From an optimization exercise on the open Yosys and OpenROAD flow, aimed at small area, a short achievable clock period and few clock cycles per item; shortcuts taken in it are not production practice.
Only simulation tests tie the RTL to the original design; equivalence was not proved.
No driver is modelled on the clock port, so clocking that relies on it looks cheaper here than on a real chip.
Power and IR drop assume default switching activity.

==> design.v <==
module adler32(
    input clock,
    input rst_n,
    input size_valid,
    input [31:0] size,
    input data_start,
    input [7:0] data,
    output checksum_valid,
    output [31:0] checksum
);
    reg  [7:0]  d_q;       
    reg         ds_q;      
    reg         fa;        
    reg  [31:0] held;      
    reg         held_ok;   
    reg  [31:0] cnt;       
    reg         active;    
    reg         f2;        
    reg  [15:0] A, B;
    reg         vld;
    wire [31:0] cnt_nx;
    wire [7:0]  zb;        
    wire [7:0]  wz;        
    assign wz[0] = 1'b1;
    assign wz[1] = zb[0];
    assign wz[2] = &zb[1:0];
    assign wz[3] = &zb[2:0];
    assign wz[4] = &zb[3:0];
    assign wz[5] = wz[4] & zb[4];
    assign wz[6] = wz[4] & (&zb[5:4]);
    assign wz[7] = wz[4] & (&zb[6:4]);
    genvar k;
    generate
        for (k = 0; k < 8; k = k + 1) begin : cb
            cnt_blk u_b(.c(cnt[4*k+3:4*k]), .h(held[4*k+3:4*k]), .ld(ds_q),
                        .w(wz[k]), .n(cnt_nx[4*k+3:4*k]), .z(zb[k]));
        end
    endgenerate
    wire f1 = active & cnt[0] & ~|cnt[3:1] & (&zb[7:1]);    
    wire [15:0] a_in = fa ? 16'd0 : A;
    wire [8:0]  sl = a_in[7:0] + d_q + fa;
    wire [7:0]  ah1 = a_in[15:8] + 8'd1;
    wire        hff = &a_in[15:8];
    wire        hfe = (a_in[15:8] == 8'hFE);
    wire        lge = &sl[7:4] & |sl[3:0];                   
    wire        ga = sl[8] ? (hff | (hfe & lge)) : (hff & lge);   
    wire [7:0]  la = sl[7:0] + 8'd15;
    wire [15:0] a_nx = ga ? {8'd0, la} : {sl[8] ? ah1 : a_in[15:8], sl[7:0]};
    wire [16:0] xb = B + A;
    wire        nz = |xb[3:0];
    wire        gb = xb[16] | (&xb[15:4] & nz);
    wire [15:0] yb = {xb[15:4] + {11'd0, nz}, xb[3:0] - 4'd1};
    wire [15:0] b_nx = gb ? yb : xb[15:0];
    always @(posedge clock) begin
        d_q  <= f1 ? 8'd0 : data;
        ds_q <= data_start & rst_n;
        fa   <= ds_q;
        if (size_valid)
            held <= size;
        if (!rst_n) begin
            held_ok <= 1'b0;
            active  <= 1'b0;
            f2      <= 1'b0;
            vld     <= 1'b0;
        end else begin
            if (size_valid)
                held_ok <= 1'b1;
            if (ds_q)
                active <= held_ok;
            else if (f1)
                active <= 1'b0;
            f2  <= f1;
            vld <= f2;
        end
        cnt <= cnt_nx;
        A <= a_nx;
        B <= fa ? 16'd0 : b_nx;
    end
    assign checksum_valid = vld;
    assign checksum = {B, A};
endmodule
module cnt_blk(
    input  [3:0] c,
    input  [3:0] h,
    input        ld,
    input        w,
    output [3:0] n,
    output       z
);
    wire [3:0] t = {w & ~|c[2:0], w & ~|c[1:0], w & ~c[0], w};
    assign n = ld ? h : c ^ t;
    assign z = ~|c;
endmodule
==> flow/run.sh <==
#!/bin/bash
# Standard layout, with these changes to how it is made:
#  - plain buffers (buf_2) on the ports;
#  - the full and half adder cells are added to the don't-use list, so that
#    synthesis maps adders to plain gates (faster after timing repair);
#  - after clock tree synthesis, one more setup repair pass aims at a tighter
#    slack margin (flow/post_cts.tcl).
set -o pipefail
export BUFFER_PORTS_ARGS="-buffer_cell sky130_fd_sc_hd__buf_2"
BASE=$(make -s -C "$FLOW_HOME" DESIGN_CONFIG="$PWD/config.mk" WORK_HOME="$PWD/orfs" print-DONT_USE_CELLS 2>/dev/null | sed -n 's/^DONT_USE_CELLS: //p')
DU="$BASE sky130_fd_sc_hd__fa_1 sky130_fd_sc_hd__fa_2 sky130_fd_sc_hd__fa_4 sky130_fd_sc_hd__ha_1 sky130_fd_sc_hd__ha_2 sky130_fd_sc_hd__ha_4"
bash standard.sh "DONT_USE_CELLS=$DU" "POST_CTS_TCL=$PWD/flow/post_cts.tcl" finish > standard.log 2>&1
==> flow/post_cts.tcl <==
# Extra setup repair after clock tree synthesis, aiming past the flow's margin.
repair_timing -setup -setup_margin 5.3 -repair_tns 100 -verbose
detailed_placement
check_placement -verbose
==> standard.sh <==
#!/bin/bash
# synth_recipe.tcl (not shown) runs the flow's synth.tcl, then flattens the netlist and writes it again
# the make line also repeats each setting of config.mk as NAME=value (left out here)
make -C /OpenROAD-flow-scripts/flow DESIGN_CONFIG=/design/flow/config.mk WORK_HOME=/design/flow/orfs CLKGATE_MAP_FILE= SYNTH_SCRIPT=/design/flow/synth_recipe.tcl "${@:-finish}"
==> config.mk <==
export PLATFORM = sky130hd
export DESIGN_NAME = adler32
export DESIGN_NICKNAME = adler32
export VERILOG_FILES = /design/flow/design.v
export SDC_FILE = /design/flow/constraint.sdc
export NUM_CORES = 4
export LEC_CHECK = 0
export ABC_AREA = 1
export CAP_MARGIN = 20
export CORE_MARGIN = 2
export CORE_UTILIZATION = 50
export CTS_BUF_LIST = sky130_fd_sc_hd__clkbuf_4 sky130_fd_sc_hd__clkbuf_8
export SETUP_SLACK_MARGIN = 5
export SLEW_MARGIN = 20
==> constraint.sdc <==
create_clock -name core_clock -period 7.5 [get_ports {clock}]
set_input_delay 1.5000 -clock core_clock [delete_from_list [all_inputs] [get_ports {clock}]]
set_output_delay 1.5000 -clock core_clock [all_outputs]
set_load 0.01 [all_outputs]
==> out/metrics.yaml, run 1 <==
avgSynthCellArea_um2: 6.78
final_common_cell: "nand2_1"
met2_length_mm: 8.43
start_util: 0.512
worstPathCellList: "buf_6"
grt_pass1_vias: 5804
worst_slew_pin_slew_ns: 0.698
ys_ff_latch: 110
cp.arrival_ns: 0.89
end_kind: "output port"
viasPerCell: 5.03
wl_per_cell_um: 13.4
synth_cell_type_count: 41
grt_overflow: 0
setup_tns_ns: 0
insertedDiodeCount: 0
drive_gt1_frac: 0.318
clock_skew_ns: 0.00943
ant_nets: 0
cap_violations: 0
powerDensity_mw_per_mm2: 408
chipWidth_um: 115
place_hpwl_mm: 11.6
gp_congestion: 0.927
vias: 6181
clk_pin_slew_ns: 0.10
yosysTopAreaCell: "dfxtp_1"
drtIter0Drc: 313
coreArea_mm2: 0.0121
die_y_um: 115
hold_class: "register to register"
ys_seq_area_frac: 0.408
drv_slew: 0
yosysWarnings: 1
area_delta_synth_final_pct: 32.3
clkLatencyLatePin_ns: 0.39
drc: 0
critPathMaxStageDelay_ns: 0.38
wl_met3_um: 835
synth_edf_count: 32
whs_ns: 0.424
synthArstFlopShare: 0
rsz0062_at_grt: "no"
cp.required_ns: 6.00
syn_nets: 955
finalNetCount: 1100
synth-main-ff-cell: "dfxtp_1"
cp_max_fo: 2
die_area_mm2: 0.0133
min_period_ns: 2.39
syn_area_mm2: 0.00618
peakVddDrop_uv: 183
critical_path_class: "register to output port"
layout_common_cells: "nand2_1 (232), inv_1 (115), nor2_1 (110)"
grt_max_degree: 43
crit_family: "flip-flops"
drt_wl_total_mm: 16.4
yosysTopAreaCellShare: 0.253
highest_layer: "met4"
io_pins: 77
slowest_stage: "dfxtp_4"
portBuffers: 76
clkSinkCount: 110
setup_viol: 0
clock.fmax_mhz: 418
min_period_over_period: 0.319
grt_first_pass_wirelength_mm: 26.6
antenna_found_initial: 0
placementRows: 40
cts_tree: "built"
hold_viol_final: 0
grt_use_total: 0.256
status: "finished clean"
path_buf_inv: 1
leakage_nw: 4.09
synth_area_leaders: "dfxtp_1 (25%), nand2_1 (17%), edfxtp_1 (16%)"
wl_met1_mm: 6.64
start_kind: "register"
netlist_instances: 911
dr.pass1.iters: 9
relSlewSlack: 0.530
final_util: 0.678
## where the power goes
group          total, W  internal (W)  switching (W)
logic           0.00209      0.000873        0.00122
registers      0.000868      0.000759       0.000109
clock network  0.000377      0.000165       0.000213
total           0.00333       0.00180        0.00154
## routing by layer
metal	vias up	global-route usage
met5	-	0
li1	3190	-
met4	0	0.112
met1	2808	0.281
met2	150	0.476
met3	33	0.0517
## worst paths after layout
check / start / cells past startpoint / end / slack [ns]
worst min register to register: f2 / 2 / vld / 0.42
worst min-delay path: f2 / 2 / vld / 0.42
worst max register to register: A[3] / 19 / B[1] / 5.22
worst max-delay path: A[15] / 1 / checksum[15] / 5.11
## worst min-delay path: cells and delay by family (launching register included)
family,cells,cell delay [ns]
flip-flops,1,0.31
AND/OR/NAND/NOR,1,0.05
buffers and inverters,1,0.03
## stage by stage
step           setup slack (ns)  instance area [µm²]  cells  power, W
3_5_place_dp               4.42                 6680   1140   0.00232
6_report                   5.11                 8180   1229   0.00333
2_1_floorplan              5.50                 6180    911   0.00196
3_3_place_gp               4.50                 6680   1140   0.00230
5_1_grt                    5.01                 8180   1229   0.00358
## synth_stat cells (all sizes together), types with 2 or more instances
library cell	instances
a31oi	24
dfxtp	78
and3	3
nand3	68
nand2	290
o211a	2
xnor2	6
edfxtp	32
xor2	8
a21oi	36
clkbuf	8
or2	2
nor4	3
nand4	10
buf	8
o21ai	22
nand3b	6
nor2	152
o21bai	5
nor3	13
inv	130
## cells by family (layout without fill, tap and decap cells)
logic type | Yosys count | after routing | synth area share
flip-flops | 110 | 110 | 0.408
XOR/XNOR | 14 | 14 | 0.0198
AO/OA/AOI/OAI | 92 | 92 | 0.0875
AND/OR/NAND/NOR | 549 | 550 | 0.390
buffers and inverters | 146 | 295 | 0.0947
## final cells by class
type | count | area (µm²)
fillers | 1028 | 3880
multi-input cells | 656 | 3450
well taps | 168 | 210
flip-flops and latches | 110 | 2610
clock buffers | 10 | 131
clock inverters | 6 | 77.6
repair buffers | 149 | 1190
inverters | 130 | 507
## registers in the layout, indices dropped and copies added (netlist names)
signal   count
B           16
f2           1
fa           1
vld          1
d_q          8
cnt         32
held        32
held_ok      1
ds_q         1
active       1
A           16
Testbench counts, summed over its fixed seeds: cycles 572,122, bytes 568,898.
==> run 2: changes to the inputs <==
==> flow/run.sh (replaced) <==
#!/bin/bash
# Standard layout, with these changes to how it is made:
#  - plain buffers (buf_2) on the ports;
#  - the full and half adder cells are added to the don't-use list, so that
#    synthesis maps adders to plain gates;
#  - ABC maps the logic with flow/abc.script (a delay-targeted map with area
#    recovery) instead of the flow's area script. The rest of synthesis is
#    synth_recipe.tcl unchanged.
set -o pipefail
W=$PWD
export BUFFER_PORTS_ARGS="-buffer_cell sky130_fd_sc_hd__buf_2"
BASE=$(make -s -C "$FLOW_HOME" DESIGN_CONFIG="$W/config.mk" WORK_HOME="$W/orfs" print-DONT_USE_CELLS 2>/dev/null | sed -n 's/^DONT_USE_CELLS: //p')
DU="$BASE sky130_fd_sc_hd__fa_1 sky130_fd_sc_hd__fa_2 sky130_fd_sc_hd__fa_4 sky130_fd_sc_hd__ha_1 sky130_fd_sc_hd__ha_2 sky130_fd_sc_hd__ha_4"
cp flow/abc.script "$W/abc_custom.script"
{
  echo "proc abc {args} {"
  echo "  set i [lsearch -exact \$args -script]"
  echo "  if {\$i >= 0} { lset args [expr {\$i + 1}] $W/abc_custom.script }"
  echo "  yosys abc {*}\$args"
  echo "}"
  cat synth_recipe.tcl
} > "$W/custom_synth.tcl"
sed "s#SYNTH_SCRIPT=[^ ]*#SYNTH_SCRIPT=$W/custom_synth.tcl#" standard.sh > "$W/custom_standard.sh"
bash "$W/custom_standard.sh" "DONT_USE_CELLS=$DU" finish > standard.log 2>&1
==> flow/abc.script (new file) <==
strash
dch
map -D 1800
topo
stime -c
buffer -c
upsize -c
dnsize -c
removed: flow/post_cts.tcl
==> out/metrics.yaml, run 2 <==
status: "finished clean"
clkLatencyLatePin_ns: 0.37  # -0.02 ns
r2r_slack_ns: 4.71  # -0.51 ns
grt_first_pass_wirelength_mm: 22.8  # -14%
chipWidth_um: 108  # -6.1%
leakage_nw: 3.44  # -16%
synthArstFlopShare: 0  # unchanged
setup_tns_ns: 0  # unchanged
clock_skew_ns: 0.0122  # +0.00276 ns
portBuffers: 76  # unchanged
clkSinkCount: 110  # unchanged
min_period_ns: 2.79  # +0.399 ns
yosysTopAreaCellShare: 0.288  # +0.0354
r2r.worst_path.cells: 15  # -4
grt_max_degree: 44  # +2.3%
powerDensity_mw_per_mm2: 427  # +4.8%
cap_violations: 0  # unchanged
avgSynthCellArea_um2: 8.02  # +18%
cts_buffers: 9
start_kind: "register"
min_period_over_period: 0.372  # +0.0533
antenna_found_initial: 0  # unchanged
wl_per_cell_um: 16.0  # +20%
cp.arrival_ns: 3.08  # +2.19 ns
min_path_cells: 2  # unchanged
cts_tree: "built"
end_kind: "register"
regArea_mm2: 0.00256  # -1.8%
yosysTopAreaCell: "dfxtp_1"
rsz0062_at_grt: "yes"
fillers: 780  # -24%
io_pins: 77  # unchanged
syn_area_mm2: 0.00542  # -12%
insertedDiodeCount: 0  # unchanged
drive_gt1_frac: 0.454  # +0.136
multiInputGateArea_mm2: 0.00343  # -0.65%
htreeDepth: 3
drc: 0  # unchanged
globalRoute.busiestLayer: "met2"
cp_max_fo: 6  # +4
critical_path_class: "register to register"
vias: 5291  # -14%
ys_ff_latch: 110  # unchanged
start_util: 0.507  # -0.00566
final_common_cell: "nor2_1"
synth_commonest_cells: "nor2_1 (128), nand2_1 (95), dfxtp_1 (78)"
whs_ns: 0.450  # +0.0258 ns
synth_edf_count: 32  # unchanged
finalNonFillerCells: 973  # -21%
cts-hold-fix-buffers: 0
hp-start: "f2"
cp.required_ns: 7.79  # +1.79 ns
grt_use_met3: 0.0332  # -0.0185
clock.fmax_mhz: 358  # -14%
yosysWarnings: 1  # unchanged
grtUsageMet1: 0.275  # -0.00637
setup_viol: 0  # unchanged
synth.most_common_cell: "nor2_1"
synth_area_leaders: "dfxtp_1 (29%), edfxtp_1 (18%), nor2_1 (8.9%)"
area_delta_synth_final_pct: 43.7
synth-main-ff-cell: "dfxtp_1"
reg2reg_to: "B[2]"
finalNetCount: 872  # -21%
drv_slew: 0  # unchanged
grt_overflow: 0  # unchanged
syn_nets: 720  # -25%
gp_congestion: 0.854  # -7.9%
holdPathEnd: "vld"
drt_wl_total_mm: 15.6  # -4.9%
dr.pass1.iters: 5  # -4
top_regs: "cnt (32), held (32)"
hold_class: "register to register"
worst_slew_pin_slew_ns: 0.707  # +0.00907 ns
clk_pin_slew_ns: 0.10  # about the same
hold_viol_final: 0  # unchanged
dp_cells: 881  # -23%
placementRows: 38  # -5.0%
ys_seq_area_frac: 0.465  # +0.0572
relSlewSlack: 0.526  # -0.00435
coreArea_mm2: 0.0107  # -11%
use_met2: 0.467  # -0.00887
synth_cell_type_count: 55  # +34%
place_hpwl_mm: 9.21  # -21%
die_y_um: 108  # -6.1%
root_buffer: "clkbuf_8"
ant_nets: 0  # unchanged
grt_use_total: 0.247  # -0.00892
peakVddDrop_uv: 383  # +110%
netlist_instances: 676  # -26%
r2r-start: "A[4]"
layout_common_cells: "nor2_1 (99), nand2_1 (77), buf_2 (72)"
drtIter0Drc: 321  # +2.6%
die_area_mm2: 0.0117  # -12%
viasPerCell: 5.44  # +8.1%
grt_pass1_vias: 5052  # -13%
clk_path_buf_depth: 2
-- run 2: cell count changes in the layout (fill, tap and decap cells not counted), sizes merged, moves of 5 or more --
cell / previous run / this run
o21ai: 22 / 32
inv: 131 / 75
nand3b: 6 / 1
nor4: 3 / 9
nand3: 68 / 28
a21oi: 36 / 50
or2: 2 / 11
nor3: 13 / 8
xor2: 8 / 21
xnor2: 6 / 15
a211oi: 0 / 5
nor2: 152 / 138
nand2: 291 / 105
-- run 2: worst max path at each step --
stage	from	endpoint	slack (ns)	cells past startpoint
finish	A[4]	B[2]	4.71	15
global route	A[7]	B[12]	4.51	14
CTS	A[3]	B[12]	4.88	14
detailed placement	fa	A[3]	4.08	15
global placement	fa	A[3]	4.20	15
floorplan	A[4]	B[3]	5.08	15
-- run 2: logic make-up (layout without fill, tap and decap cells) --
family	count (synthesis)	in the layout	share of synthesized area
and+or+nand+nor	316	317	0.268
AOI/OAI and AO/OA	124	125	0.138
DFF	110	110	0.465
buffers and inverters	89	244	0.0646
xor gates and xnor gates	36	36	0.0623
muxes	1	1	0.00185
-- run 2: cell type report --
type                            instances  share of cell area
Timing Repair Buffer                  151               0.140
Clock inverter                          4             0.00932
Clock buffer                           12              0.0196
Tap cell                              140              0.0225
Inverter                               76              0.0394
Multi-Input combinational cell        479               0.440
Timing Repair inverter                  1            0.000642
Sequential cell                       110               0.329
-- run 2: timing repair --
item,4_1_cts,5_1_grt
gates resized for setup,136,120
endpoints found under the setup margin,40,43
gates cloned,3,1
setup buffers,51,21
pin swaps,31,37
-- run 2: through the flow --
step / cell area, µm² / utilization / total power [W] / setup slack (ns)
after floorplan: 5420 / - / 0.00171 / 5.08
after global placement: 5930 / 0.554 / 0.00197 / 4.20
after detailed placement: 5930 / 0.554 / 0.00198 / 4.08
after CTS: 7150 / 0.668 / 0.00294 / 4.88
after global routing: 7790 / 0.728 / 0.00352 / 4.51
final: 7790 / 0.728 / 0.00333 / 4.71
-- run 2: routing by layer --
layer,vias up,wire (µm)
li1,2555,-
met1,2496,6250
met2,189,8070
met3,51,752
met4,0,541
met5,-,0
-- run 2: critical path, stage by stage, from the launching register on --
cell and delay, ns:
dfxtp_2 0.35, inv_1 0.11, nor2_4 0.06, nor2_4 0.20, nand2_1 0.13, inv_2 0.12, a21oi_2 0.09, nor2_4 0.21
xor2_2 0.22, nor3b_4 0.29, nand4_1 0.21, buf_4 0.20, o21ai_4 0.19, buf_12 0.15, o21ai_2 0.05, a21oi_2 0.13
-- run 2: where the power goes --
group,leakage (nW),internal [W],switching [W]
registers,0.970,0.000751,0.000129
clock network,0.115,0.000205,0.000191
logic,2.36,0.000904,0.00115
total,3.44,0.00186,0.00147
==> run 3: changes to the inputs <==
==> flow/abc.script (replaced) <==
strash
dch
map -D 1500
topo
stime -c
buffer -c
upsize -c
dnsize -c
==> out/metrics.yaml, run 3 <==
netlist_instances: 744  # +10%
drt_wl_total_mm: 15.2  # -2.7%
yosysWarnings: 1  # unchanged
r2r-start: "A[2]"
yosysTopAreaCellShare: 0.264  # -0.0242
min_period_ns: 2.58  # -0.206 ns
cts-hold-fix-buffers: 0  # unchanged
cts_buffers: 9  # unchanged
yosysTopAreaCell: "dfxtp_1"
grt_first_pass_wirelength_mm: 23.7  # +3.6%
startpoint: "A[2]"
insertedDiodeCount: 0  # unchanged
place_hpwl_mm: 10.2  # +10%
drc: 0  # unchanged
die_area_mm2: 0.0127  # +8.8%
clock.fmax_mhz: 387  # +8.0%
end_kind: "register"
grt_max_degree: 57  # +30%
cp.required_ns: 7.77  # -0.02 ns
wl_met1_mm: 6.30  # +0.69%
synth-main-ff-cell: "dfxtp_1"
clock_skew_ns: 0.0151  # +0.00286 ns
cp_max_fo: 11  # +5
synthArstFlopShare: 0  # unchanged
io_pins: 77  # unchanged
placementRows: 39  # +2.6%
syn_nets: 788  # +9.4%
gp_congestion: 0.919  # +7.6%
min_path_cells: 2  # unchanged
grt_pass1_vias: 5244  # +3.8%
clkLatencyLatePin_ns: 0.38  # about the same
drive_gt1_frac: 0.342  # -0.111
ys_ff_latch: 110  # unchanged
root_buffer: "clkbuf_8"
r2r.worst_path.cells: 14  # -1
vias: 5530  # +4.5%
synth_area_leaders: "dfxtp_1 (26%), edfxtp_1 (16%), nor2_1 (8.4%)"
ys_seq_area_frac: 0.426  # -0.0391
coreArea_mm2: 0.0115  # +7.2%
synth_edf_count: 32  # unchanged
hold_viol_final: 0  # unchanged
drv_slew: 0  # unchanged
die_y_um: 113  # +4.3%
portBuffers: 76  # unchanged
chipWidth_um: 113  # +4.3%
wl_met3_um: 451  # -40%
viasPerCell: 5.41  # -0.49%
hold_class: "register to register"
cts_tree: "built"
critical_path_class: "register to register"
start_util: 0.516  # +0.00942
synth_commonest_cells: "nor2_1 (132), nand2_1 (116), inv_1 (88)"
synth_cell_type_count: 65  # +18%
rsz0062_at_grt: "yes"
syn_area_mm2: 0.00592  # +9.2%
leakage_nw: 3.42  # -0.78%
grt_use_total: 0.229  # -0.0180
wl_per_cell_um: 14.9  # -7.3%
clkSinkCount: 110  # unchanged
highest_layer: "met4"
relSlewSlack: 0.404  # -0.122
avgSynthCellArea_um2: 7.96  # -0.79%
area_delta_synth_final_pct: 29.5
dr.pass1.iters: 5  # unchanged
drtIter0Drc: 267  # -17%
met2_length_mm: 7.94  # -1.6%
hp-start: "f2"
powerDensity_mw_per_mm2: 455  # +6.4%
worst_slew_pin_slew_ns: 0.887  # +0.180 ns
status: "finished clean"
htreeDepth: 3  # unchanged
ant_nets: 0  # unchanged
antenna_found_initial: 0  # unchanged
setup_tns_ns: 0  # unchanged
grt_overflow: 0  # unchanged
setup_ws_ns: 4.92  # +0.206 ns
clk_path_buf_depth: 2  # unchanged
cp.arrival_ns: 2.86  # -0.22 ns
setup_viol: 0  # unchanged
start_kind: "register"
cap_violations: 0  # unchanged
min_period_over_period: 0.344  # -0.0275
layout_common_cells: "nor2_1 (115), nand2_1 (98), inv_1 (86)"
final_common_cell: "nor2_1"
place_ws_ns: 4.03  # -0.0551 ns
peakVddDrop_uv: 478  # +25%
synth.most_common_cell: "nor2_1"
clk_pin_slew_ns: 0.10  # about the same
top_regs: "cnt (32), held (32)"
finalNetCount: 918  # +5.3%
-- run 3: changes by cell type in the layout (fill, tap and decap cells not counted), sizes merged, moves of 10 or more --
| cell | change |
|---|---|
| nand2 | +18 |
| a31oi | +10 |
| inv | +22 |
| a21oi | -13 |
| nand3 | +11 |
| buf | -21 |
-- run 3: cells by family (layout without fill, tap and decap cells) --
kind of cell | count (synthesis) | after routing | synth area share
buffers and inverters | 110 | 243 | 0.0742
AO/OA/AOI/OAI | 142 | 143 | 0.160
XOR/XNOR | 33 | 33 | 0.0647
flip-flops | 110 | 110 | 0.426
AND/OR/NAND/NOR | 349 | 350 | 0.275
-- run 3: metrics by stage --
| step | total power (W) | instances | hold slack (ns) | util | instance area (µm²) |
|---|---|---|---|---|---|
| after global routing | 0.00371 | 1022 | 0.449 | 0.669 | 7670 |
| after CTS | 0.00312 | 993 | 0.429 | 0.623 | 7140 |
| after detailed placement | 0.00242 | 950 | 0.413 | 0.559 | 6410 |
| after global placement | 0.00238 | 950 | 0.413 | 0.559 | 6410 |
| final | 0.00349 | 1022 | 0.420 | 0.669 | 7670 |
| after floorplan | 0.00207 | 744 | 0.349 | - | 5920 |
-- run 3: critical path, cell delays in order, from the launching register on --
cell     delay [ns]
dfxtp_4        0.38
nand2_1        0.12
inv_2          0.08
nor2_4         0.13
a31oi_4        0.15
o21ai_4        0.30
xnor2_4        0.18
nand2_2        0.11
nor2_4         0.20
buf_12         0.13
nand4_4        0.13
o21ai_4        0.20
buf_12         0.15
o21ai_0        0.09
o211a_1        0.11
-- run 3: final timing paths --
check        slack (ns)   end
max                4.92  B[5]
min                0.42   vld
max reg2reg        4.92  B[5]
min reg2reg        0.42   vld
-- run 3: where the power goes --
part           switching, W  total (W)  internal [W]
registers          0.000141   0.000899      0.000758
logic               0.00131    0.00226      0.000947
clock network      0.000209   0.000331      0.000122
-- run 3: metal layers --
metal / vias up / global-route usage
li1: 2740 / -
met1: 2619 / 0.274
met2: 136 / 0.413
met3: 35 / 0.0214
met4: 0 / 0.112
met5: - / 0
-- run 3: final cells by class --
class / count / area (µm²)
Fill cell: 945 / 3800
Timing Repair Buffer: 130 / 857
Multi-Input combinational cell: 526 / 3500
Inverter: 96 / 375
Sequential cell: 110 / 2570
Clock inverter: 7 / 48.8
Tap cell: 143 / 179
Clock buffer: 9 / 124
Timing Repair inverter: 1 / 8.76
-- run 3: what timing repair did --
| item | CTS | global route |
|---|---|---|
| cloned | 1 | 3 |
| setup endpoints to repair | 48 | 39 |
| pin swaps | 22 | 31 |
| resized for setup | 78 | 72 |
| setup buffers | 26 | 26 |
==> run 4: changes to the inputs <==
==> flow/abc.script (replaced) <==
strash
&get -n
&dch -f
&put
dch
map -B 0.9
topo
stime -c
buffer -c
upsize -c
dnsize -c
==> out/metrics.yaml, run 4 <==
critical_path_class: "register to output port"
crit_family: "flip-flops"
gp_congestion: 0.855  # -7.0%
place_hpwl_mm: 9.47  # -6.8%
ys_ff_latch: 110  # unchanged
rsz0062_at_grt: "yes"
cap_violations: 0  # unchanged
antenna_found_initial: 0  # unchanged
area_delta_synth_final_pct: 18.1
end_kind: "output port"
insertedDiodeCount: 0  # unchanged
setup_tns_ns: 0  # unchanged
cp.arrival_ns: 0.93  # -1.93 ns
cts_buffers: 9  # unchanged
grt_pass1_vias: 4862  # -7.3%
reg2reg_to: "B[2]"
wl_per_cell_um: 12.1  # -19%
peakVddDrop_uv: 258  # -46%
die_area_mm2: 0.0125  # -2.0%
synthArstFlopShare: 0  # unchanged
r2r.worst_path.cells: 18  # +4
htreeDepth: 3  # unchanged
syn_nets: 850  # +7.9%
worstPathCellList: "buf_2"
clkLatencyLatePin_ns: 0.37  # about the same
coreArea_mm2: 0.0114  # -0.85%
cts-hold-fix-buffers: 0  # unchanged
drtIter0Drc: 229  # -14%
drc: 0  # unchanged
viasPerCell: 5.01  # -7.5%
start_util: 0.510  # -0.00646
path_buf_inv: 1  # -2
cts_tree: "built"
cp.required_ns: 6.00  # -1.77 ns
multiInputGateArea_mm2: 0.00294  # -16%
clock_skew_ns: 0.0113  # -0.00379 ns
die_y_um: 112  # -1.0%
yosysWarnings: 1  # unchanged
powerDensity_mw_per_mm2: 363  # -20%
hp-start: "f2"
grt_max_degree: 59  # +3.5%
synth_edf_count: 32  # unchanged
avgSynthCellArea_um2: 7.19  # -9.6%
status: "finished clean"
ant_nets: 0  # unchanged
yosysTopAreaCellShare: 0.269  # +0.00564
placementRows: 39  # unchanged
finalNetCount: 941  # +2.5%
netlist_instances: 806  # +8.3%
top_regs: "cnt (32), held (32)"
worst_slew_pin_slew_ns: 0.719  # -0.168 ns
drv_slew: 0  # unchanged
clk_path_buf_depth: 2  # unchanged
r2r_slack_ns: 5.13  # +0.21 ns
place_area_mm2: 0.00627  # -2.1%
relSlewSlack: 0.521  # +0.117
holdPathEnd: "vld"
min_path_cells: 2  # unchanged
ys_seq_area_frac: 0.435  # +0.00911
synth.most_common_cell: "nand2_1"
final_common_cell: "nand2_1"
place_ws_ns: 4.73  # +0.708 ns
grt_use_total: 0.202  # -0.0273
root_buffer: "clkbuf_8"
clk_pin_slew_ns: 0.10  # about the same
synth_cell_type_count: 45  # -31%
fillers: 1037  # +9.7%
drt_wl_total_mm: 12.6  # -17%
grt_overflow: 0  # unchanged
synth_commonest_cells: "nand2_1 (203), nor2_1 (138), inv_1 (104)"
r2r-start: "A[7]"
setup_viol: 0  # unchanged
leakage_nw: 3.40  # -0.44%
portBuffers: 76  # unchanged
io_pins: 77  # unchanged
vias: 5231  # -5.4%
final_util: 0.602  # -0.0663
critPathMaxStageDelay_ns: 0.42  # +0.04 ns
yosysTopAreaCell: "dfxtp_1"
drive_gt1_frac: 0.264  # -0.0786
clkSinkCount: 110  # unchanged
synth_area_leaders: "dfxtp_1 (27%), edfxtp_1 (17%), nand2_1 (13%)"
regArea_mm2: 0.00257  # about the same
grt_first_pass_wirelength_mm: 20.9  # -12%
synth-main-ff-cell: "dfxtp_1"
layout_common_cells: "nand2_1 (189), nor2_1 (119), inv_1 (102)"
post-route-cell-area_mm2: 0.00685  # -11%
hold_class: "register to register"
dr.pass1.iters: 5  # unchanged
start_kind: "register"
setup_ws_ns: 5.07  # +0.155 ns
hold_viol_final: 0  # unchanged
min_period_ns: 2.43  # -0.155 ns
syn_area_mm2: 0.00580  # -2.1%
min_period_over_period: 0.324  # -0.0206
dp_cells: 1013  # +6.6%
cp_max_fo: 7  # -4
finalNonFillerCells: 1045  # +2.3%
slowest_stage: "dfxtp_4"
clock.fmax_mhz: 412  # +6.4%
chipWidth_um: 112  # -1.0%
==> run 4: worst reg2reg max path: cells and delay by family (launching register included) <==
family	cells	cell delay [ns]
buf+inv	4	0.30
simple gates	14	1.62
flops	1	0.38
==> run 4: what timing repair did <==
action / in CTS / in global routing
setup buffers: 0 / 13
gates resized for setup: 16 / 73
pin swaps: 1 / 12
gates cloned: 1 / 2
endpoints found under the setup margin: 39 / 39
hold endpoints to repair: 0 / 0
==> run 4: kinds of logic (layout without fill, tap and decap cells) <==
group                     after synthesis  in the layout  share of synthesized area
and+or+nand+nor                       459            461                      0.356
buffers and inverters                 132            226                     0.0922
DFF                                   110            110                      0.435
xor gates and xnor gates               14             14                     0.0250
AOI/OAI and AO/OA                      91             91                     0.0918
==> run 4: power by group <==
group	switching, W	internal, W
clock	0.000195	0.000130
combinational	0.000819	0.000460
sequential	0.000130	0.000752
total	0.00114	0.00134
==> run 4: layer usage <==
layer	up-vias	share of wire	GRT usage
met5	-	0	0
met4	0	0.022	0.0741
met3	23	0.030	0.0289
met2	95	0.50	0.362
met1	2370	0.45	0.246
li1	2743	-	-
==> run 4: through the flow <==
step	hold slack (ns)	total power [W]
detailed placement	0.410	0.00203
global placement	0.398	0.00200
global route	0.467	0.00271
CTS	0.429	0.00237
finish	0.423	0.00249
floorplan	0.390	0.00175
==> run 4: cell type report <==
| cell class | count | share of cell area |
|---|---|---|
| flip-flops and latches | 110 | 0.376 |
| inverters | 119 | 0.0680 |
| clock inverters | 5 | 0.00530 |
| well taps | 143 | 0.0261 |
| multi-input cells | 566 | 0.430 |
| repair buffers | 90 | 0.0735 |
| repair inverters | 1 | 0.00128 |
| clock buffers | 11 | 0.0203 |
==> run 4: worst max-delay path by stage <==
stage / cells after the start / to / startpoint / slack, ns
after floorplan: 16 / B[9] / A[0] / 5.45
after global placement: 17 / A[3] / fa / 4.83
after detailed placement: 17 / A[3] / fa / 4.73
after CTS: 1 / checksum[15] / A[15] / 5.00
after global routing: 19 / A[5] / A[2] / 4.97
final: 1 / checksum[9] / A[9] / 5.07
==> run 5: changes to the inputs <==
==> flow/abc.script (replaced) <==
strash
dc2
dch
map -B 0.9
topo
stime -c
buffer -c
upsize -c
dnsize -c
==> out/metrics.yaml, run 5 <==
status: "finished clean"
clk_path_buf_depth: 2  # unchanged
wl_met1_mm: 5.43  # -3.9%
cp.arrival_ns: 3.26  # +2.33 ns
portBuffers: 76  # unchanged
synth_commonest_cells: "nand2_1 (195), inv_1 (95), nor2_1 (89)"
wl_met3_um: 589  # +58%
gp_congestion: 0.762  # -11%
post-route-cell-area_mm2: 0.00733  # +7.1%
clkLatencyLatePin_ns: 0.37  # about the same
cp_max_fo: 8  # +1
netlist_instances: 680  # -16%
synth_area_leaders: "dfxtp_1 (30%), edfxtp_1 (19%), nand2_1 (14%)"
fillers: 701  # -32%
synth_edf_count: 32  # unchanged
grt_overflow: 0  # unchanged
grt_use_total: 0.224  # +0.0226
powerDensity_mw_per_mm2: 361  # -0.62%
yosysWarnings: 1  # unchanged
rsz0062_at_grt: "yes"
cts_buffers: 9  # unchanged
yosysTopAreaCellShare: 0.304  # +0.0347
coreArea_mm2: 0.00986  # -13%
met2_length_mm: 7.10  # +13%
min_period_over_period: 0.399  # +0.0748
clkSinkCount: 110  # unchanged
htreeDepth: 3  # unchanged
setup_viol: 0  # unchanged
grt_pass1_vias: 4617  # -5.0%
crit_path_frequent_cell: "nor2_2"
antenna_found_initial: 0  # unchanged
end_kind: "register"
ant_nets: 0  # unchanged
cp.required_ns: 7.77  # +1.77 ns
chipWidth_um: 105  # -5.7%
avgSynthCellArea_um2: 7.55  # +5.0%
root_buffer: "clkbuf_8"
place_hpwl_mm: 7.72  # -18%
vias: 4984  # -4.7%
highest_layer: "met4"
worstPathCellList: "nand2_4 > o21ai_2 > buf_4 > xor2_2 > nor2_2 > nand2_1 > nand3_2 > nor2_4 > nand3_4 > nor2_4 > nand2_2 > nor2_2 > nand2_1 > nor2_2 > nand2_1 > nor2_2 > nand2_4 > buf_12 > nand2_8 > nand3_4 > nand2_2 > nor2_1"
wl_per_cell_um: 13.8  # +14%
final_common_cell: "nand2_1"
synthArstFlopShare: 0  # unchanged
min_period_ns: 2.99  # +0.561 ns
drc: 0  # unchanged
dr.pass1.iters: 9  # +4
synth.most_common_cell: "nand2_1"
cts_tree: "built"
setup_tns_ns: 0  # unchanged
clock.fmax_mhz: 334  # -19%
placementRows: 36  # -7.7%
synth-main-ff-cell: "dfxtp_1"
ys_ff_latch: 110  # unchanged
grt_max_degree: 64  # +8.5%
drv_slew: 0  # unchanged
clock_skew_ns: 0.0120  # +0.000713 ns
clk_pin_slew_ns: 0.10  # about the same
yosysTopAreaCell: "dfxtp_1"
die_area_mm2: 0.0111  # -11%
io_pins: 77  # unchanged
path_buf_inv: 2  # +1
hold_class: "register to register"
viasPerCell: 5.10  # +1.8%
insertedDiodeCount: 0  # unchanged
setup_ws_ns: 4.51  # -0.561 ns
start_util: 0.521  # +0.0108
relSlewSlack: 0.378  # -0.142
slowest_stage: "dfxtp_4"
leakage_nw: 3.79  # +11%
top_regs: "cnt (32), held (32)"
ys_seq_area_frac: 0.491  # +0.0560
cts-hold-fix-buffers: 0  # unchanged
hold_viol_final: 0  # unchanged
place_area_mm2: 0.00573  # -8.7%
layout_common_cells: "nand2_1 (129), inv_1 (88), nor2_1 (77)"
critPathMaxStageDelay_ns: 0.38  # -0.04 ns
worst_slew_pin_slew_ns: 0.931  # +0.212 ns
drive_gt1_frac: 0.422  # +0.159
cap_violations: 0  # unchanged
critical_path_class: "register to register"
drt_wl_total_mm: 13.5  # +7.0%
syn_area_mm2: 0.00513  # -11%
synth_cell_type_count: 36  # -20%
grt_first_pass_wirelength_mm: 20.3  # -2.8%
crit_family: "simple AND/OR/NAND/NOR gates"
drtIter0Drc: 233  # +1.7%
area_delta_synth_final_pct: 42.8
finalNetCount: 884  # -6.1%
place_ws_ns: 4.31  # -0.422 ns
start_kind: "register"
peakVddDrop_uv: 232  # -10%
die_y_um: 105  # -5.7%
final_util: 0.743  # +0.141
syn_nets: 724  # -15%
## run 5: cell count changes after synthesis, sizes merged, moves of 3 or more
cell | before | now
o21bai | 4 | 0
a31oi | 23 | 28
a21oi | 28 | 19
o21ai | 27 | 10
o21a | 1 | 6
nor4 | 3 | 6
nand2 | 220 | 204
buf | 7 | 4
nor2 | 159 | 99
nand4 | 9 | 3
inv | 118 | 98
## run 5: worst paths after layout
kind         startpoint      end  slack [ns]  cells past startpoint
min reg2reg    held[28]  cnt[28]        0.43                      2
max reg2reg        A[0]     B[4]        4.51                     22
max                A[0]     B[4]        4.51                     22
min            held[28]  cnt[28]        0.43                      2
## run 5: power by group
group / switching (W) / total (W) / internal (W)
clock: 0.000196 / 0.000361 / 0.000165
sequential: 0.000119 / 0.000867 / 0.000748
combinational: 0.000843 / 0.00142 / 0.000574
## run 5: area by class of cell
cell class | count | area [µm²] | area share
Timing Repair Buffer | 158 | 1080 | 0.148
Clock inverter | 4 | 47.5 | 0.00649
Inverter | 98 | 380 | 0.0519
Timing Repair inverter | 1 | 8.76 | 0.00119
Clock buffer | 12 | 146 | 0.0200
Sequential cell | 110 | 2560 | 0.350
Multi-Input combinational cell | 462 | 2930 | 0.400
Tap cell | 133 | 166 | 0.0227
## run 5: cell families (layout without fill, tap and decap cells)
family	after synthesis	after routing	share of synthesized area
AO/OA/AOI/OAI	73	73	0.0858
XOR/XNOR	11	11	0.0188
buffers and inverters	109	273	0.0816
flip-flops	110	110	0.491
AND/OR/NAND/NOR	377	378	0.323
## run 5: worst register-to-register path, cell delays in order, from the launching register on
cell and delay [ns]:
dfxtp_4 0.38, nand2_4 0.05, o21ai_2 0.15, buf_4 0.14, xor2_2 0.23, nor2_2 0.10, nand2_1 0.14, nand3_2 0.13
nor2_4 0.15, nand3_4 0.10, nor2_4 0.13, nand2_2 0.07, nor2_2 0.14, nand2_1 0.08, nor2_2 0.11, nand2_1 0.07
nor2_2 0.14, nand2_4 0.10, buf_12 0.14, nand2_8 0.12, nand3_4 0.09, nand2_2 0.07, nor2_1 0.04
## run 5: metrics by stage
step / total power (W) / std cells / hold WS (ns)
final: 0.00264 / 978 / 0.431
after floorplan: 0.00147 / 680 / 0.384
after global routing: 0.00281 / 978 / 0.451
after detailed placement: 0.00169 / 878 / 0.434
after global placement: 0.00167 / 878 / 0.426
after CTS: 0.00230 / 951 / 0.444
## run 5: layer usage
| layer | global-route usage | vias to the layer above |
|---|---|---|
| met4 | 0.0705 | 0 |
| li1 | - | 2489 |
| met2 | 0.407 | 137 |
| met1 | 0.265 | 2327 |
| met5 | 0 | - |
| met3 | 0.0451 | 31 |
## run 5: repair_timing
action	4_1_cts	5_1_grt
pin swaps	44	57
setup buffers	55	27
resized for setup	108	95
gates cloned	2	0
setup endpoints to repair	49	57
hold endpoints to repair	0	0
==> run 6: changes to the inputs <==
==> flow/abc.script (replaced) <==
strash
&get -n
&dch
&put
dch
map -B 0.9
topo
stime -c
buffer -c
upsize -c
dnsize -c
==> out/metrics.yaml, run 6 <==
crit_family: "flip-flops"
finalNetCount: 959  # +8.5%
setup_viol: 0  # unchanged
min_period_over_period: 0.327  # -0.0720
final_common_cell: "nand2_1"
grt_first_pass_wirelength_mm: 20.4  # +0.85%
grt_max_degree: 56  # -13%
htreeDepth: 3  # unchanged
cts_buffers: 9  # unchanged
avgSynthCellArea_um2: 6.86  # -9.2%
worstPathCellList: "buf_2"
ys_ff_latch: 110  # unchanged
ys_seq_area_frac: 0.445  # -0.0465
place_hpwl_mm: 9.33  # +21%
placementRows: 38  # +5.6%
synth_area_leaders: "dfxtp_1 (28%), edfxtp_1 (17%), nand2_1 (16%)"
wl_per_cell_um: 12.0  # -13%
cp_max_fo: 4  # -4
end_kind: "output port"
ant_nets: 0  # unchanged
drtIter0Drc: 274  # +18%
start_util: 0.519  # -0.00190
dr.pass1.iters: 5  # -4
portBuffers: 76  # unchanged
gp_congestion: 0.877  # +15%
final_util: 0.616  # -0.127
area_delta_synth_final_pct: 18.7
die_y_um: 111  # +4.9%
drive_gt1_frac: 0.207  # -0.216
drv_slew: 0  # unchanged
synth_commonest_cells: "nand2_1 (242), nor2_1 (150), inv_1 (113)"
layout_common_cells: "nand2_1 (227), nor2_1 (137), inv_1 (112)"
cp_num_cells: 1  # -95%
min_period_ns: 2.45  # -0.540 ns
hold_class: "register to register"
grt_pass1_vias: 4883  # +5.8%
peakVddDrop_uv: 289  # +25%
chipWidth_um: 111  # +4.9%
place_ws_ns: 4.63  # +0.318 ns
rsz0062_at_grt: "yes"
drt_wl_total_mm: 12.7  # -5.8%
clock.fmax_mhz: 408  # +22%
r2r-start: "A[2]"
drc: 0  # unchanged
r2r.worst_path.cells: 17  # -23%
finalNonFillerCells: 1060  # +8.4%
cp.required_ns: 6.00  # -1.77 ns
cts_tree: "built"
critical_path_class: "register to output port"
grt_overflow: 0  # unchanged
cap_violations: 0  # unchanged
finalPower_w: 0.00247  # -6.7%
hold_viol_final: 0  # unchanged
powerDensity_mw_per_mm2: 367  # +1.6%
yosysTopAreaCellShare: 0.275  # -0.0288
leakage_nw: 3.46  # -8.7%
synth-main-ff-cell: "dfxtp_1"
relSlewSlack: 0.426  # +0.0476
synth_edf_count: 32  # unchanged
syn_nets: 871  # +20%
synth_cell_type_count: 39  # +8.3%
die_area_mm2: 0.0122  # +10%
start_kind: "register"
slowest_stage: "dfxtp_1"
setup_ws_ns: 5.05  # +0.540 ns
clkSinkCount: 110  # unchanged
startpoint: "A[15]"
cp.arrival_ns: 0.95  # -2.31 ns
top_regs: "cnt (32), held (32)"
worst_slew_pin_slew_ns: 0.860  # -0.0714 ns
io_pins: 77  # unchanged
hp-start: "f2"
antenna_found_initial: 0  # unchanged
syn_area_mm2: 0.00567  # +10%
vias: 5328  # +6.9%
clk_pin_slew_ns: 0.09  # about the same
synth.most_common_cell: "nand2_1"
synthArstFlopShare: 0  # unchanged
yosysWarnings: 1  # unchanged
clock_skew_ns: 0.0138  # +0.00184 ns
setup_tns_ns: 0  # unchanged
insertedDiodeCount: 0  # unchanged
path_buf_inv: 1  # -1
status: "finished clean"
netlist_instances: 827  # +22%
coreArea_mm2: 0.0109  # +11%
viasPerCell: 5.03  # -1.4%
yosysTopAreaCell: "dfxtp_1"
dp_cells: 1030  # +17%
critPathMaxStageDelay_ns: 0.42  # +0.04 ns
clk_path_buf_depth: 2  # unchanged
root_buffer: "clkbuf_8"
clkLatencyLatePin_ns: 0.37  # about the same
grt_use_total: 0.199  # -0.0258
min_path_cells: 2  # unchanged
[run 6: cell count changes after synthesis, sizes merged, moves of 5 or more]
cell,change
nand4,+10
o21a,-5
inv,+25
a21o,-5
o21ai,+23
a21oi,+9
o21bai,+5
nor2,+56
nand2,+43
[run 6: layer usage]
layer  share of wire  track usage
met5               0            0
met4           0.018       0.0733
met3           0.036       0.0313
met2            0.50        0.353
met1            0.45        0.243
[run 6: report_power, final]
part | total, W | switching, W | internal (W)
combinational | 0.00124 | 0.000785 | 0.000452
sequential | 0.000855 | 0.000113 | 0.000742
clock | 0.000376 | 0.000195 | 0.000181
total | 0.00247 | 0.00109 | 0.00138
[run 6: per-stage QoR]
stage	hold slack, ns	cell area, µm²
floorplan	0.373	5670
global placement	0.397	6140
detailed placement	0.408	6140
CTS	0.429	6390
global route	0.433	6730
finish	0.419	6730
[run 6: layout make-up]
class                   instances  area, µm²
clock inverters                 3       43.8
well taps                     140        175
multi-input cells             583       2830
repair inverters                1       8.76
clock buffers                  13        166
flip-flops and latches        110       2550
fillers                      1010       4200
inverters                     123        477
repair buffers                 87        475
[run 6: logic make-up (layout without fill, tap and decap cells)]
group / after synthesis / after routing / share of synthesized area
and+or+nand+nor: 476 / 478 / 0.349
buffers and inverters: 136 / 227 / 0.0960
DFF: 110 / 110 / 0.445
AOI/OAI and AO/OA: 97 / 97 / 0.0977
xor gates and xnor gates: 8 / 8 / 0.0124
[run 6: final timing paths]
path / endpoint / slack, ns
max reg2reg: B[2] / 5.14
max: checksum[15] / 5.05
min reg2reg: vld / 0.42
min: vld / 0.42
[run 6: what timing repair did]
action / CTS / global route
hold buffers: 0 / 0
cloned: 0 / 3
gates resized for setup: 18 / 58
setup buffers: 0 / 11
setup endpoints to repair: 44 / 43
pin swaps: 0 / 15
endpoints found under the hold margin: 0 / 0
[run 6: worst register-to-register path, cell delays in order, from the launching register on]
cell and delay [ns]:
dfxtp_4 0.40, inv_1 0.09, nand2_2 0.10, nand2_1 0.07, nor2_1 0.10, nand2_1 0.12, nand2_2 0.15, nand4_1 0.15
nand3_1 0.12, nand2_1 0.06, nand2_2 0.10, nand2_1 0.10, nor2_4 0.15, nand3_4 0.16, nand2_8 0.13, inv_1 0.10
nor2_1 0.12, nor2_1 0.06
==> run 7: changes to the inputs <==
--- a/flow/abc.script
+++ b/flow/abc.script
@@ -2,2 +2,3 @@
 &get -n
+&dc2
 &dch
==> out/metrics.yaml, run 7 <==
finalNonFillerCells: 1000  # -5.7%
layout_common_cells: "nand2_1 (184), nor2_1 (110), inv_1 (103)"
drc: 0  # unchanged
grt_use_total: 0.202  # +0.00312
grt_max_degree: 45  # -20%
regArea_mm2: 0.00257  # +0.49%
cts_buffers: 9  # unchanged
synth_commonest_cells: "nand2_1 (199), nor2_1 (124), inv_1 (104)"
ys_seq_area_frac: 0.461  # +0.0161
gp_congestion: 0.824  # -6.1%
dp_cells: 961  # -6.7%
post-route-cell-area_mm2: 0.00661  # -1.8%
place_hpwl_mm: 8.51  # -8.9%
netlist_instances: 758  # -8.3%
start_util: 0.509  # -0.00922
drv_slew: 0  # unchanged
grtUsageMet1: 0.247  # +0.00420
clk_path_buf_depth: 2  # unchanged
coreArea_mm2: 0.0107  # -1.7%
yosysWarnings: 1  # unchanged
top_regs: "cnt (32), held (32)"
drt_wl_total_mm: 12.3  # -3.0%
grt_pass1_vias: 4314  # -12%
r2r_slack_ns: 5.13  # about the same
critical_path_class: "register to output port"
synth.most_common_cell: "nand2_1"
status: "finished clean"
grt_use_met3: 0.0299  # -0.00140
die_area_mm2: 0.0118  # -3.4%
whs_ns: 0.401  # -0.0184 ns
ant_nets: 0  # unchanged
clkLatencyLatePin_ns: 0.39  # +0.02 ns
area_delta_synth_final_pct: 20.8
end_kind: "output port"
dr.pass1.iters: 4  # -1
io_pins: 77  # unchanged
powerDensity_mw_per_mm2: 356  # -2.8%
multiInputGateArea_mm2: 0.00270  # -4.6%
cp.required_ns: 6.00  # about the same
cp_max_fo: 6  # +2
worst_slew_pin_slew_ns: 0.698  # -0.161 ns
yosysTopAreaCellShare: 0.285  # +0.00994
insertedDiodeCount: 0  # unchanged
hold_class: "register to register"
cts-hold-fix-buffers: 0  # unchanged
viasPerCell: 5.00  # -0.57%
vias: 4998  # -6.2%
drtIter0Drc: 365  # +33%
root_buffer: "clkbuf_8"
antenna_found_initial: 0  # unchanged
final_common_cell: "nand2_1"
leakage_nw: 3.33  # -3.8%
slowest_stage: "dfxtp_2"
syn_area_mm2: 0.00547  # -3.5%
synth_area_leaders: "dfxtp_1 (29%), edfxtp_1 (18%), nand2_1 (14%)"
clock_skew_ns: 0.0170  # +0.00321 ns
crit_family: "flip-flops"
synth_cell_type_count: 44  # +13%
critPathMaxStageDelay_ns: 0.43  # about the same
globalRoute.busiestLayer: "met2"
hold_viol_final: 0  # unchanged
cts_tree: "built"
clk_pin_slew_ns: 0.11  # +0.02 ns
ys_ff_latch: 110  # unchanged
path_buf_inv: 1  # unchanged
yosysTopAreaCell: "dfxtp_1"
avgSynthCellArea_um2: 7.22  # +5.3%
cp.arrival_ns: 0.97  # +0.02 ns
worstPathCellList: "buf_2"
setup_tns_ns: 0  # unchanged
use_met2: 0.353  # about the same
rsz0062_at_grt: "yes"
relSlewSlack: 0.534  # +0.108
setup_viol: 0  # unchanged
min_period_ns: 2.47  # +0.0231 ns
wl_per_cell_um: 12.3  # +2.8%
finalNetCount: 899  # -6.3%
drive_gt1_frac: 0.243  # +0.0365
peakVddDrop_uv: 240  # -17%
clkSinkCount: 110  # unchanged
place_area_mm2: 0.00596  # -3.1%
grt_overflow: 0  # unchanged
htreeDepth: 3  # unchanged
synth-main-ff-cell: "dfxtp_1"
grt_first_pass_wirelength_mm: 18.7  # -8.3%
start_kind: "register"
synthArstFlopShare: 0  # unchanged
min_period_over_period: 0.330  # +0.00308
placementRows: 38  # unchanged
setup_ws_ns: 5.03  # -0.0231 ns
die_y_um: 109  # -1.7%
fillers: 998  # -1.2%
cap_violations: 0  # unchanged
portBuffers: 76  # unchanged
synth_edf_count: 32  # unchanged
syn_nets: 802  # -7.9%
clock.fmax_mhz: 404  # -0.93%
place_ws_ns: 4.53  # -0.0991 ns
chipWidth_um: 109  # -1.7%
[run 7: cell count changes after synthesis, moves of 5 or more]
| cell | before | now |
|---|---|---|
| nand2_1 | 242 | 199 |
| nor2_1 | 150 | 124 |
| o21ai_1 | 12 | 1 |
| inv_1 | 113 | 104 |
| inv_2 | 10 | 1 |
| a21oi_1 | 28 | 36 |
| nand2_2 | 4 | 9 |
[run 7: final timing paths]
check | endpoint | from | depth (start not counted)
max | checksum[13] | A[13] | 1
min | vld | f2 | 2
max reg2reg | B[14] | A[0] | 16
min reg2reg | vld | f2 | 2
[run 7: what timing repair did]
| item | 4_1_cts | 5_1_grt |
|---|---|---|
| gates cloned | 1 | 3 |
| pin swaps | 2 | 26 |
| gates resized for setup | 17 | 69 |
| setup buffers | 1 | 18 |
| endpoints found under the setup margin | 42 | 43 |
[run 7: report_power, final]
part	switching, W	total [W]	internal (W)
combinational	0.000688	0.00109	0.000404
clock	0.000209	0.000403	0.000194
sequential	0.000113	0.000861	0.000748
[run 7: stage by stage]
step | total power (W) | utilization
floorplan | 0.00157 | -
global placement | 0.00179 | 0.554
detailed placement | 0.00181 | 0.554
CTS | 0.00222 | 0.581
global route | 0.00255 | 0.615
finish | 0.00236 | 0.615
[run 7: final cells by class]
type / count / share of cell area
Inverter: 105 / 0.0615
Sequential cell: 110 / 0.388
Tap cell: 140 / 0.0265
Timing Repair inverter: 1 / 0.00133
Clock inverter: 6 / 0.0142
Timing Repair Buffer: 96 / 0.0795
Multi-Input combinational cell: 532 / 0.409
Clock buffer: 10 / 0.0199
[run 7: logic make-up after synthesis]
group | Yosys count | synth area share
AOI/OAI and AO/OA | 94 | 0.0978
xor gates and xnor gates | 8 | 0.0128
and+or+nand+nor | 427 | 0.342
DFF | 110 | 0.461
buffers and inverters | 119 | 0.0866
[run 7: per-layer routing]
metal,vias to the layer above,wire length [µm]
met5,-,0
met4,0,252
met2,85,6210
li1,2635,-
met1,2257,5510
met3,21,345
==> run 8: changes to the inputs <==
--- a/flow/abc.script
+++ b/flow/abc.script
@@ -5,3 +5,2 @@
 &put
-dch
 map -B 0.9
==> out/metrics.yaml, run 8 <==
dr.pass1.iters: 5  # +1
ant_nets: 0  # unchanged
die_y_um: 108  # -0.20%
htreeDepth: 3  # unchanged
syn_nets: 805  # +0.37%
start_util: 0.507  # -0.00210
hold_viol_final: 0  # unchanged
clock_skew_ns: 0.0127  # -0.00433 ns
syn_area_mm2: 0.00545  # -0.41%
clkLatencyLatePin_ns: 0.38  # about the same
min_period_ns: 2.45  # -0.0223 ns
start_kind: "register"
grt_use_total: 0.204  # +0.00242
grt_first_pass_wirelength_mm: 19.2  # +2.5%
rsz0062_at_grt: "yes"
insertedDiodeCount: 0  # unchanged
clk_pin_slew_ns: 0.10  # about the same
path_buf_inv: 1  # unchanged
crit_family: "flip-flops"
final_common_cell: "nand2_1"
synth.most_common_cell: "nand2_1"
drv_slew: 0  # unchanged
critical_path_class: "register to output port"
end_kind: "output port"
grt_overflow: 0  # unchanged
worstPathCellList: "buf_2"
layout_common_cells: "nand2_1 (188), nor2_1 (107), inv_1 (103)"
wl_per_cell_um: 11.9  # -3.8%
grt_max_degree: 61  # +36%
avgSynthCellArea_um2: 7.16  # -0.80%
cp.required_ns: 6.00  # about the same
viasPerCell: 5.02  # +0.42%
netlist_instances: 761  # +0.40%
clkSinkCount: 110  # unchanged
synth_cell_type_count: 37  # -16%
drt_wl_total_mm: 11.9  # -3.1%
finalPower_w: 0.00230  # -2.3%
coreArea_mm2: 0.0107  # unchanged
setup_ws_ns: 5.05  # +0.0223 ns
chipWidth_um: 108  # -0.20%
synth_edf_count: 32  # unchanged
cts_buffers: 9  # unchanged
clock.fmax_mhz: 408  # +0.91%
place_ws_ns: 4.32  # -0.214 ns
hold_class: "register to register"
vias: 5054  # +1.1%
io_pins: 77  # unchanged
area_delta_synth_final_pct: 21.0
portBuffers: 76  # unchanged
post-route-cell-area_mm2: 0.00660  # -0.23%
min_period_over_period: 0.327  # -0.00297
drive_gt1_frac: 0.240  # -0.00312
ys_ff_latch: 110  # unchanged
leakage_nw: 3.32  # -0.35%
top_regs: "cnt (32), held (32)"
synth_commonest_cells: "nand2_1 (206), nor2_1 (118), inv_1 (105)"
slowest_stage: "dfxtp_2"
yosysWarnings: 1  # unchanged
worst_slew_pin_slew_ns: 0.694  # -0.00467 ns
fillers: 1047  # +4.9%
die_area_mm2: 0.0118  # -0.40%
clk_path_buf_depth: 2  # unchanged
ys_seq_area_frac: 0.463  # +0.00190
grt_pass1_vias: 4424  # +2.5%
gp_congestion: 0.801  # -2.8%
setup_viol: 0  # unchanged
cp.arrival_ns: 0.95  # -0.02 ns
critPathMaxStageDelay_ns: 0.41  # -0.02 ns
cap_violations: 0  # unchanged
placementRows: 38  # unchanged
cp_max_fo: 6  # unchanged
powerDensity_mw_per_mm2: 349  # -2.0%
relSlewSlack: 0.538  # +0.00311
synth-main-ff-cell: "dfxtp_1"
setup_tns_ns: 0  # unchanged
root_buffer: "clkbuf_8"
antenna_found_initial: 0  # unchanged
drtIter0Drc: 245  # -33%
cts_tree: "built"
synthArstFlopShare: 0  # unchanged
status: "finished clean"
synth_area_leaders: "dfxtp_1 (29%), edfxtp_1 (18%), nand2_1 (14%)"
yosysTopAreaCellShare: 0.286  # +0.00118
place_hpwl_mm: 8.52  # +0.12%
peakVddDrop_uv: 203  # -15%
place_area_mm2: 0.00593  # -0.46%
yosysTopAreaCell: "dfxtp_1"
finalNetCount: 906  # +0.78%
drc: 0  # unchanged
[run 8: cell types whose count changed after synthesis, moves of 4 or more]
cell     before  now
a21oi_1      36   42
a31oi_1      20   24
nand2_1     199  206
nand2_2       9    5
nor2_1      124  118
nor2_2        4    9
o21ai_0      24   18
[run 8: path summary, 6_finish.rpt]
| kind | start | endpoint | slack, ns | cells past startpoint |
|---|---|---|---|---|
| worst max-delay path | A[13] | checksum[13] | 5.05 | 1 |
| worst min register to register | f2 | vld | 0.42 | 2 |
| worst max register to register | fa | A[3] | 5.14 | 16 |
| worst min-delay path | f2 | vld | 0.42 | 2 |
[run 8: where the power goes]
group / internal, W / total [W] / switching [W] / leakage, nW
Combinational: 0.000396 / 0.00108 / 0.000687 / 2.25
Clock: 0.000165 / 0.000366 / 0.000200 / 0.101
Sequential: 0.000745 / 0.000854 / 0.000109 / 0.970
[run 8: layout make-up]
cell class	instances	area [µm²]	share of cell area
clock buffers	10	138	0.0209
clock inverters	6	67.6	0.0102
inverters	107	414	0.0628
multi-input cells	534	2680	0.407
flip-flops and latches	110	2560	0.388
well taps	140	175	0.0266
repair buffers	99	551	0.0835
repair inverters	1	8.76	0.00133
[run 8: per-stage QoR]
stage,hold slack (ns),cells,utilization
after CTS,0.428,984,0.580
after floorplan,0.390,761,-
after global routing,0.473,1007,0.614
final,0.424,1007,0.614
after global placement,0.395,965,0.552
after detailed placement,0.405,965,0.552
[run 8: cells by family (layout without fill, tap and decap cells)]
| logic type | after synthesis | in the layout | synth area share |
|---|---|---|---|
| XOR/XNOR | 10 | 10 | 0.0161 |
| AND/OR/NAND/NOR | 429 | 432 | 0.340 |
| flip-flops | 110 | 110 | 0.463 |
| buffers and inverters | 120 | 223 | 0.0893 |
| AO/OA/AOI/OAI | 92 | 92 | 0.0920 |
[run 8: routing by layer]
layer,share of wire,wire [µm],track usage,vias up
li1,-,-,-,2642
met1,0.44,5260,0.255,2309
met2,0.52,6180,0.363,92
met3,0.031,367,0.0313,11
met4,0.011,135,0.0604,0
met5,0,0,0,-
[run 8: timing repair]
action	in CTS	in global routing
setup buffers	2	20
cloned	1	3
hold buffers	0	0
pin swaps	8	29
resized for setup	22	64
setup endpoints to repair	41	43
hold endpoints to repair	0	0
==> run 9: changes to the inputs <==
--- a/flow/abc.script
+++ b/flow/abc.script
@@ -3,3 +3,3 @@
 &dc2
-&dch
+&dch -f
 &put
==> out/metrics.yaml, run 9 <==
synth-main-ff-cell: "dfxtp_1"
root_buffer: "clkbuf_8"
synth_commonest_cells: "nand2_1 (206), nor2_1 (114), inv_1 (103)"
netlist_instances: 761  # unchanged
drtIter0Drc: 276  # +13%
critPathMaxStageDelay_ns: 0.36  # -0.05 ns
portBuffers: 76  # unchanged
setup_ws_ns: 4.99  # -0.0547 ns
start_util: 0.509  # +0.00140
area_delta_synth_final_pct: 19.0
ys_seq_area_frac: 0.461  # -0.00127
clkSinkCount: 110  # unchanged
die_area_mm2: 0.0118  # +0.27%
dr.pass1.iters: 5  # unchanged
min_period_over_period: 0.334  # +0.00729
viasPerCell: 4.98  # -0.68%
grt_pass1_vias: 4234  # -4.3%
cp.arrival_ns: 1.01  # +0.06 ns
end_kind: "output port"
setup_viol: 0  # unchanged
place_ws_ns: 4.41  # +0.0891 ns
drv_slew: 0  # unchanged
drive_gt1_frac: 0.229  # -0.0106
antenna_found_initial: 0  # unchanged
layout_common_cells: "nand2_1 (190), inv_1 (102), nor2_1 (102)"
yosysWarnings: 1  # unchanged
leakage_nw: 3.26  # -1.6%
cap_violations: 0  # unchanged
worst_slew_pin_slew_ns: 0.695  # +0.00129 ns
die_y_um: 109  # +0.13%
avgSynthCellArea_um2: 7.18  # +0.28%
synthAdderAreaFrac: 0  # unchanged
setup_tns_ns: 0  # unchanged
clock_skew_ns: 0.00732  # -0.00538 ns
cp.required_ns: 6.00  # about the same
synth_area_leaders: "dfxtp_1 (29%), edfxtp_1 (18%), nand2_1 (14%)"
coreArea_mm2: 0.0107  # unchanged
slowest_stage: "dfxtp_4"
insertedDiodeCount: 0  # unchanged
clk_pin_slew_ns: 0.09  # about the same
status: "finished clean"
io_pins: 77  # unchanged
wl_per_cell_um: 12.1  # +1.8%
relSlewSlack: 0.537  # -0.000859
hold_viol_final: 0  # unchanged
finalNetCount: 898  # -0.88%
ys_ff_latch: 110  # unchanged
hold_class: "register to register"
rsz0062_at_grt: "yes"
grt_use_total: 0.202  # -0.00203
drt_wl_total_mm: 12.1  # +0.95%
syn_area_mm2: 0.00547  # +0.28%
clock.fmax_mhz: 399  # -2.2%
cp_max_fo: 3  # -3
synth.most_common_cell: "nand2_1"
cts_tree: "built"
peakVddDrop_uv: 228  # +12%
syn_nets: 805  # unchanged
grt_first_pass_wirelength_mm: 18.8  # -2.3%
chipWidth_um: 109  # +0.13%
clkLatencyLatePin_ns: 0.37  # about the same
whs_ns: 0.423  # -0.000886 ns
drc: 0  # unchanged
clk_path_buf_depth: 2  # unchanged
synthMuxAreaShare: 0  # unchanged
gp_congestion: 0.836  # +4.4%
place_hpwl_mm: 8.69  # +2.0%
cts-hold-fix-buffers: 0  # unchanged
synth_top_family_by_area: "simple AND/OR/NAND/NOR gates"
synthArstFlopShare: 0  # unchanged
htreeDepth: 3  # unchanged
powerDensity_mw_per_mm2: 349  # about the same
synth_xor_area_frac: 0.0176  # +0.00156
vias: 4980  # -1.5%
crit_family: "flip-flops"
start_kind: "register"
placementRows: 38  # unchanged
synth_edf_count: 32  # unchanged
cts_buffers: 9  # unchanged
synth_cell_type_count: 38  # +2.7%
min_period_ns: 2.51  # +0.0547 ns
synth_compound_area_frac: 0.0982  # +0.00616
ant_nets: 0  # unchanged
grt_max_degree: 48  # -21%
final_common_cell: "nand2_1"
critical_path_class: "register to output port"
yosysTopAreaCellShare: 0.286  # -0.000787
grt_overflow: 0  # unchanged
synth-simple-area-share: 0.339  # -0.00116
top_regs: "cnt (32), held (32)"
path_buf_inv: 2  # +1
worstPathCellList: "buf_4 > buf_2"
yosysTopAreaCell: "dfxtp_1"
[run 9: cell count changes after synthesis, sizes merged, moves of 3 or more]
cell   before  now
o21ai      21   30
a21oi      42   35
nand2     212  217
nor2      128  125
[run 9: per-stage QoR]
stage / power [W] / utilization / instances / area (µm²)
final: 0.00227 / 0.605 / 999 / 6500
after global routing: 0.00246 / 0.605 / 999 / 6500
after CTS: 0.00215 / 0.575 / 983 / 6180
after detailed placement: 0.00182 / 0.555 / 965 / 5960
after global placement: 0.00179 / 0.555 / 965 / 5960
after floorplan: 0.00157 / - / 761 / 5470
[run 9: cells by family (layout without fill, tap and decap cells)]
group,count (synthesis),in the layout
flops,110,110
buf+inv,117,213
simple gates,427,429
xor+xnor,11,11
compound gates,96,96
[run 9: area by class of cell]
type | count | area [µm²]
inverters | 104 | 398
fillers | 1035 | 4240
multi-input cells | 536 | 2700
clock inverters | 5 | 26.3
clock buffers | 11 | 139
well taps | 140 | 175
repair buffers | 93 | 508
flip-flops and latches | 110 | 2560
[run 9: worst min-delay path, delay by kind of cell (launching register included)]
kind,cells,cell delay (ns)
simple gates,1,0.05
buf+inv,1,0.03
flops,1,0.31
[run 9: repair_timing]
action	in CTS	in global routing
pin swaps	0	16
gates resized for setup	14	65
hold endpoints to repair	0	0
setup endpoints to repair	37	44
buffers inserted	1	15
gates cloned	1	1
[run 9: routing by layer]
metal | GRT usage | up-vias | wire [µm] | share of wire
li1 | - | 2620 | - | -
met1 | 0.247 | 2258 | 5360 | 0.44
met2 | 0.363 | 91 | 6140 | 0.51
met3 | 0.0325 | 11 | 407 | 0.034
met4 | 0.0641 | 0 | 153 | 0.013
met5 | 0 | - | 0 | 0
[run 9: power breakdown]
| group | internal (W) | switching [W] | total, W |
|---|---|---|---|
| sequential | 0.000745 | 0.000111 | 0.000857 |
| combinational | 0.000401 | 0.000696 | 0.00110 |
| clock | 0.000125 | 0.000193 | 0.000318 |
[run 9: worst paths after layout]
kind | startpoint | endpoint | slack, ns | depth (start not counted)
worst max-delay path | A[0] | checksum[0] | 4.99 | 2
worst min-delay path | f2 | vld | 0.42 | 2
worst max register to register | cnt[0] | cnt[30] | 5.14 | 18
worst min register to register | f2 | vld | 0.42 | 2

==> port drivers added, routing unchanged <==
The results above use ideal ports. As a check the final layouts listed here were re-extracted and re-timed, cells and wires unchanged. Step 1 assumes that a clkbuf_16 drives the clock port and a buf_2 every other input. Step 2 moves the port delays by t, midway between the first and last clock arrival at a register: inputs arrive t later, outputs are due t later. That takes back most of the time a late clock gives input paths. Slacks: ideal / step 1 / step 2; pairs: ideal / step 1.
| run | t, ns | setup WS [ns] | hold WS [ns] | worst setup path at the end |
|---|---|---|---|---|
| run 1 | 0.426 | 5.110 / 5.070 / 5.061 | 0.424 / 0.424 / 0.424 | input to register |
| run 2 | 0.398 | 4.710 / 4.710 / 4.710 | 0.450 / 0.450 / 0.450 | register to register |
| run 3 | 0.404 | 4.916 / 4.916 / 4.916 | 0.420 / 0.420 / 0.420 | register to register |
| run 4 | 0.395 | 5.071 / 5.037 / 5.053 | 0.423 / 0.423 / 0.423 | input to register |
| run 5 | 0.396 | 4.510 / 4.510 / 4.510 | 0.431 / 0.431 / 0.431 | register to register |
| run 6 | 0.402 | 5.050 / 5.016 / 5.066 | 0.419 / 0.419 / 0.419 | input to register |
| run 7 | 0.416 | 5.027 / 4.994 / 5.058 | 0.401 / 0.401 / 0.401 | input to register |
| run 8 | 0.402 | 5.049 / 5.017 / 5.072 | 0.424 / 0.424 / 0.424 | input to register |
| run 9 | 0.403 | 4.994 / 4.959 / 5.069 | 0.423 / 0.423 / 0.423 | input to register |
After both steps every run listed still meets setup and hold. For run 1, which loses most, drivers alone change the setup slack by -0.040 ns; drivers and shift together by -0.049 ns.
